Context: an optimization exercise on an open-source flow, tuned for small area. The choices shown serve that exercise and are no tape-out recipe.
The RTL was checked by simulation tests, not by an equivalence proof against the original design.

## config.mk

```make
export PLATFORM = sky130hd
export DESIGN_NAME = gain
export DESIGN_NICKNAME = gain
export VERILOG_FILES = /design/flow/design.v
export SDC_FILE = /design/flow/constraint.sdc
export NUM_CORES = 4
export LEC_CHECK = 0
export CAP_MARGIN = 20
export CORE_MARGIN = 2
export CORE_UTILIZATION = 40
export SETUP_SLACK_MARGIN = 0.15
export SLEW_MARGIN = 20
```

## constraint.sdc

```tcl
create_clock -name core_clock -period 6.4 [get_ports {clk}]
set_input_delay 1.2800 -clock core_clock [delete_from_list [all_inputs] [get_ports {clk}]]
set_output_delay 1.2800 -clock core_clock [all_outputs]
set_load 0.01 [all_outputs]
```

## design.v

```verilog
module gainAvs   
  #( parameter int COEF_WDT = 16 )   
   ( input  logic                      clk,
     input  logic                      reset,     
     input  logic                      avsWr,
     input  logic           [ 31 : 0 ] avsWrData,
     output logic           [ 31 : 0 ] avsRdData,
     output logic [ COEF_WDT - 1 : 0 ] coef );    
   always_ff @( posedge clk, posedge reset )
   if ( reset ) begin
      avsRdData <= '0;
      coef      <= ( COEF_WDT )'( 2 ** ( COEF_WDT / 2 ) );  
   end else begin
      if ( avsWr ) begin
         if ( COEF_WDT == 32 ) begin
            coef <= avsWrData;
         end else begin  
            if ( |avsWrData[ 31 : COEF_WDT ] )  
               coef <= '1;
            else
               coef <= avsWrData[ COEF_WDT - 1 : 0 ];
         end
      end
      avsRdData <= { { 32 - COEF_WDT { 1'b0 } }, coef };
   end
endmodule
module gainMult  
  #( parameter int A_WDT    = 16,
                   COEF_WDT = 16 )   
   ( input  logic                          clk,
     input  logic                          reset,  
     input  logic                          st,     
     input  logic signed [ A_WDT - 1 : 0 ] a,      
     input  logic     [ COEF_WDT - 1 : 0 ] coef,   
     output logic                          rdy,   
     output logic signed [ A_WDT - 1 : 0 ] y );    
   logic                    [ 1 : 0 ] rdyReg;
   logic signed      [ COEF_WDT : 0 ] coefCnv;  
   localparam MULT_WDT = A_WDT + COEF_WDT + 1;
   logic signed  [ MULT_WDT - 1 : 0 ] mult;     
   always @( posedge clk, posedge reset )
   if ( reset ) begin
      y      <= '0;
      rdyReg <= '0;
      mult   <= '0;
   end else begin
      rdyReg <= { rdyReg[ 0 ], st };
      mult <= a * coefCnv;
      if ( ~mult[ MULT_WDT - 1 ] & |mult[ MULT_WDT - 2 : MULT_WDT - COEF_WDT / 2 - 2 ] )       
         y <= { 1'b0, { A_WDT - 1 { 1'b1 } } };     
      else if ( mult[ MULT_WDT - 1 ] & ~&mult[ MULT_WDT - 2 : MULT_WDT - COEF_WDT / 2 - 2 ] )  
         y <= { 1'b1, { A_WDT - 1 { 1'b0 } } };     
      else
         y <= { mult[ MULT_WDT - 1 ], mult[ MULT_WDT - 3 - COEF_WDT / 2 : COEF_WDT / 2 ] };
   end   
   assign coefCnv = { 1'b0, coef };  
   assign rdy = rdyReg[ 1 ];
endmodule
module gain  
  #( parameter int A_WDT    = 16,
                   COEF_WDT = 16 )   
   ( input  logic                          clk,
     input  logic                          reset,  
     input  logic                          avsWr,
     input  logic               [ 31 : 0 ] avsWrData,
     output logic               [ 31 : 0 ] avsRdData,
     input  logic                          st,     
     input  logic signed [ A_WDT - 1 : 0 ] a,     
     output logic                          rdy,
     output logic signed [ A_WDT - 1 : 0 ] y );   
   logic                    [ 1 : 0 ] rdyReg;
   logic signed      [ COEF_WDT : 0 ] coefCnv;  
   localparam MULT_WDT = A_WDT + COEF_WDT + 1;
   logic signed  [ MULT_WDT - 1 : 0 ] mult;     
   initial begin
      if ( ( COEF_WDT > 32 ) || ( COEF_WDT % 2 ) != 0 ) begin  
         $error( "Not correct parameter, COEF_WDT" );
         $stop;
      end
   end
   logic [ COEF_WDT - 1 : 0 ] coef;  
   gainAvs
     #( .COEF_WDT ( COEF_WDT ) )
   gainAvsInst
      ( .clk       ( clk       ),
        .reset     ( reset     ),
        .avsWr     ( avsWr     ),
        .avsWrData ( avsWrData ),
        .avsRdData ( avsRdData ),    
        .coef      ( coef      ) );
   gainMult
     #( .A_WDT    ( A_WDT    ),
        .COEF_WDT ( COEF_WDT ) )
   gainMultInst
      ( .clk   ( clk   ),
        .reset ( reset ),
        .st    ( st    ),
        .a     ( a     ),
        .coef  ( coef  ),      
        .rdy   ( rdy   ),
        .y     ( y     ) );
endmodule
```

## run.sh

```bash
#!/bin/bash
# synth_recipe.tcl (not shown) runs the flow's synth.tcl, then flattens the netlist and writes it again
# the make line also repeats each setting of config.mk as NAME=value (left out here)
make -C /OpenROAD-flow-scripts/flow DESIGN_CONFIG=/design/flow/config.mk WORK_HOME=/design/flow/orfs CLKGATE_MAP_FILE= SYNTH_SCRIPT=/design/flow/synth_recipe.tcl finish
```

==> summary.txt <==
what timing repair did:
item	CTS	global route
gates cloned	6	0
endpoints found under the setup margin	20	16
pin swaps	52	52
setup buffers	20	4
gates resized for setup	130	72
worst max-delay path: cells and delay by family:
kind	cells	cell delay [ns]
buffers and inverters	4	0.43
adder cells (fa/ha/maj)	7	3.24
AO/OA/AOI/OAI	2	0.45
AND/OR/NAND/NOR	5	1.07
cells by family (layout without fill, tap and decap cells):
kind of cell             Yosys count  in the layout
AO/OA/AOI/OAI                    129            129
XOR/XNOR                          27             27
adder cells (fa/ha/maj)          312            312
buffers and inverters            325            542
flip-flops                        75             75
other                              1             16
AND/OR/NAND/NOR                  350            350
layout by cell type, fill, tap and decap left out, types with 13 or more instances in the layout:
master	n
clkdlybuf4s50_1	69
o21ai_0	13
dfrtp_1	74
fa_1	181
conb_1	16
inv_2	13
buf_4	162
a21oi_1	21
and2_1	106
o21a_1	16
nor2_1	24
o22a_1	16
xnor2_1	16
nand2_1	150
buf_6	17
inv_1	248
ha_1	105
cell type report:
class,instances,area [sq um],share of cell area
clock buffers,9,225,0.0154
clock inverters,7,100,0.00686
inverters,263,990,0.0678
multi-input cells,834,8690,0.596
flip-flops and latches,75,1880,0.129
well taps,378,473,0.0324
repair buffers,263,2230,0.153
worst max-delay path by stage:
| stage | startpoint | to | slack (ns) | cells past startpoint |
|---|---|---|---|---|
| after floorplan | a[5] | gainMultInst.mult[32]$_DFF_PP0_ | 0.07 | 20 |
| after global placement | a[10] | gainMultInst.mult[32]$_DFF_PP0_ | -0.63 | 18 |
| after CTS | a[4] | gainMultInst.mult[32]$_DFF_PP0_ | 0.13 | 20 |
| after detailed placement | a[8] | gainMultInst.mult[32]$_DFF_PP0_ | -0.67 | 21 |
| final | a[6] | gainMultInst.mult[32]$_DFF_PP0_ | 0.15 | 18 |
| after global routing | a[4] | gainMultInst.mult[32]$_DFF_PP0_ | -0.02 | 20 |
synthesized netlist by cell type, types with 2 or more instances:
library cell / instances
buf_4: 16
o211ai_1: 3
a21o_1: 4
and3_1: 4
o21a_1: 16
a21oi_1: 32
nor4_1: 6
a21oi_2: 2
and2_1: 114
o22a_1: 16
nor3_1: 9
dfrtp_1: 74
ha_1: 119
a211oi_1: 6
inv_1: 261
a31oi_1: 5
o21bai_1: 4
nor2_1: 33
xnor2_1: 18
fa_1: 193
xor2_1: 9
buf_2: 4
nand3_1: 6
o21ai_0: 26
nand2_1: 155
nand2b_1: 9
clkbuf_1: 42
nand4_1: 9
o31ai_1: 2
a41oi_1: 2
stage by stage:
stage	std cells	area, sq um	hold slack (ns)
4_1_cts	1825	14300	0.356
5_1_grt	1829	14600	0.375
6_report	1829	14600	0.352
3_3_place_gp	1783	13600	0.333
3_5_place_dp	1783	13600	0.343
2_1_floorplan	1234	11500	0.331
sequential cells by signal (all words and copies together) (netlist names):
signal,cells
gainMultInst.mult,25
gainAvsInst.avsRdData,16
gainAvsInst.coef,16
gainMultInst.y,16
gainMultInst.rdyReg,2
metal layers:
layer | vias to the layer above | wire [microns] | GRT usage
met3 | 52 | 1420 | 0.0385
li1 | 4153 | - | -
met5 | - | 0 | 0
met4 | 0 | 760 | 0.0654
met2 | 230 | 15700 | 0.392
met1 | 4519 | 12800 | 0.275
==> flow_summary.ini <==
[yosys]
synth_simple_gate_area_frac = 0.151
synth_area_sq_mm = 0.0113
synth_top_family_by_area = adder cells
muxShareOfSynthArea = 0
ys_ff_latch = 75
ys_types = 50
synth_edf_count = 0
synth.area.top_cells = fa_1, dfrtp_1, ha_1
syn_inst = 1219
ys.flop_type = dfrtp_1
synth_compound_area_frac = 0.0767
yosys_warnings = 3
synth_async_sr_flop_share = 1.00
synth-xor-area-share = 0.0209
yosysTopAreaCell = fa_1
ys_seq_area_frac = 0.166
yosysTopAreaCellShare = 0.341
avgSynthCellArea_sq_um = 9.30
synthAdderAreaFrac = 0.472

[setup_path]
reg2reg_to = gainMultInst.mult[32]$_DFF_PP0_
path_cells = clkbuf_4 -> buf_4 -> and2_1 -> fa_1 -> inv_1 -> fa_2 -> fa_2 -> fa_1 -> inv_1 -> fa_1 -> fa_1 -> ha_1 -> nand4_1 -> nor2_4 -> a41oi_2 -> a31oi_2 -> nor2_1 -> or4_1
worstPathArrival_ns = 6.47
cp_common_cell = fa_1
worstSetupPathType = in2reg
max_stage_delay_ns = 0.55
crit_fanout = 7
crit_path_start_kind = primary input
worst_r2r_path_depth = 19
r2r_slack_ns = 0.41
worstPathRequired_ns = 6.62
r2r-start = gainAvsInst.coef[7]$_DFFE_PP0P_
critPathSlowestCell = fa_1
worst_setup_path_end_kind = flop

[clock_network]
clkTransAtPathRegs_ns = 0.07
cts_buffer_depth = 2
htree_levels = 3
cts_buffers = 9
cts_tree = yes
cts_num_sinks = 75
insertion_delay_ns = 0.36
postCtsHoldBufs = 0
cts-root-buf = clkbuf_16

[floorplan]
die_h_microns = 172
row_count = 61
core_sq_mm = 0.0279
initial_utilization = 0.407
die_w_microns = 172
die_area_sq_mm = 0.0297
ios = 101

[drt]
wire_per_inst_microns = 16.8
routed_wl_microns = 30700
dr.pass1.iters = 5
drc_errors = 0
drt_iter0_markers = 375
ant_nets = 0
vias_per_cell = 4.90
via_count = 8954

[timing]
slew_headroom = 0.350
fmax_mhz = 160
finalCritPeriodShare = 0.976
rsz0062_at_grt = true
setup_slack_ns = 0.154
final_hold_viol_count = 0
tightestPinTransition_ns = 0.975
finalSetupViolCount = 0
min_period_ns = 6.25
maxSlewViolCount = 0
finClkSkew_ns = 0.0167
setup-tns-final_ns = 0

[hold_path]
hold_path_class = reg2reg
min_to = gainMultInst.rdyReg[1]$_DFF_PP0_
worstHoldStart = gainMultInst.rdyReg[0]$_DFF_PP0_
min_path_cells = 0

[finish]
drive_gt1_frac = 0.217
nets = 1810
fillers = 2581
fin_util = 0.524
syn2layout_area_growth_pct = 28.7
n_antenna_cell = 0

[global_routing]
grt_usage = 0.221
grt_pass1_vias = 9684
grt-ovfl-total = 0
antenna_found_initial = 0
grt_pass1_wl_microns = 50000
grt_max_degree = 73

[place]
gp_congestion = 0.857
numPortBuffers = 84
hpwl_microns = 24300
pre_cts_ws_ns = -0.669

[run]
cap_violations = 0

[outcome]
outcome = complete, no violations

[what the ideal ports hide]
How much do the figures lean on ideal ports? The routed layout below was timed once more, with nothing changed but the port constraints. Step 1 (the two cells are an assumption about what drives the block):
set clk [get_ports {clk}]
set_driving_cell -lib_cell sky130_fd_sc_hd__clkbuf_16 $clk
set_driving_cell -lib_cell sky130_fd_sc_hd__buf_2 [delete_from_list [all_inputs] $clk]
Step 2, shift: input delay + t, output delay - t, t = (earliest + latest rising clock arrival at the registers) / 2. This alone moves slack from input paths to output paths. Slacks: ideal ports / drivers / drivers and shift; pairs: ideal ports / drivers.
t (ns): 0.390
setup slack, ns: 0.154 / 0.169 / -0.221
worst setup path at the end: input to register
latest minus earliest clock arrival (ns): 0.016 / 0.017
Met with ideal ports but missed after step 2: setup timing in this run. For this run, drivers alone change the setup slack by +0.015 ns; drivers and shift together by -0.375 ns.
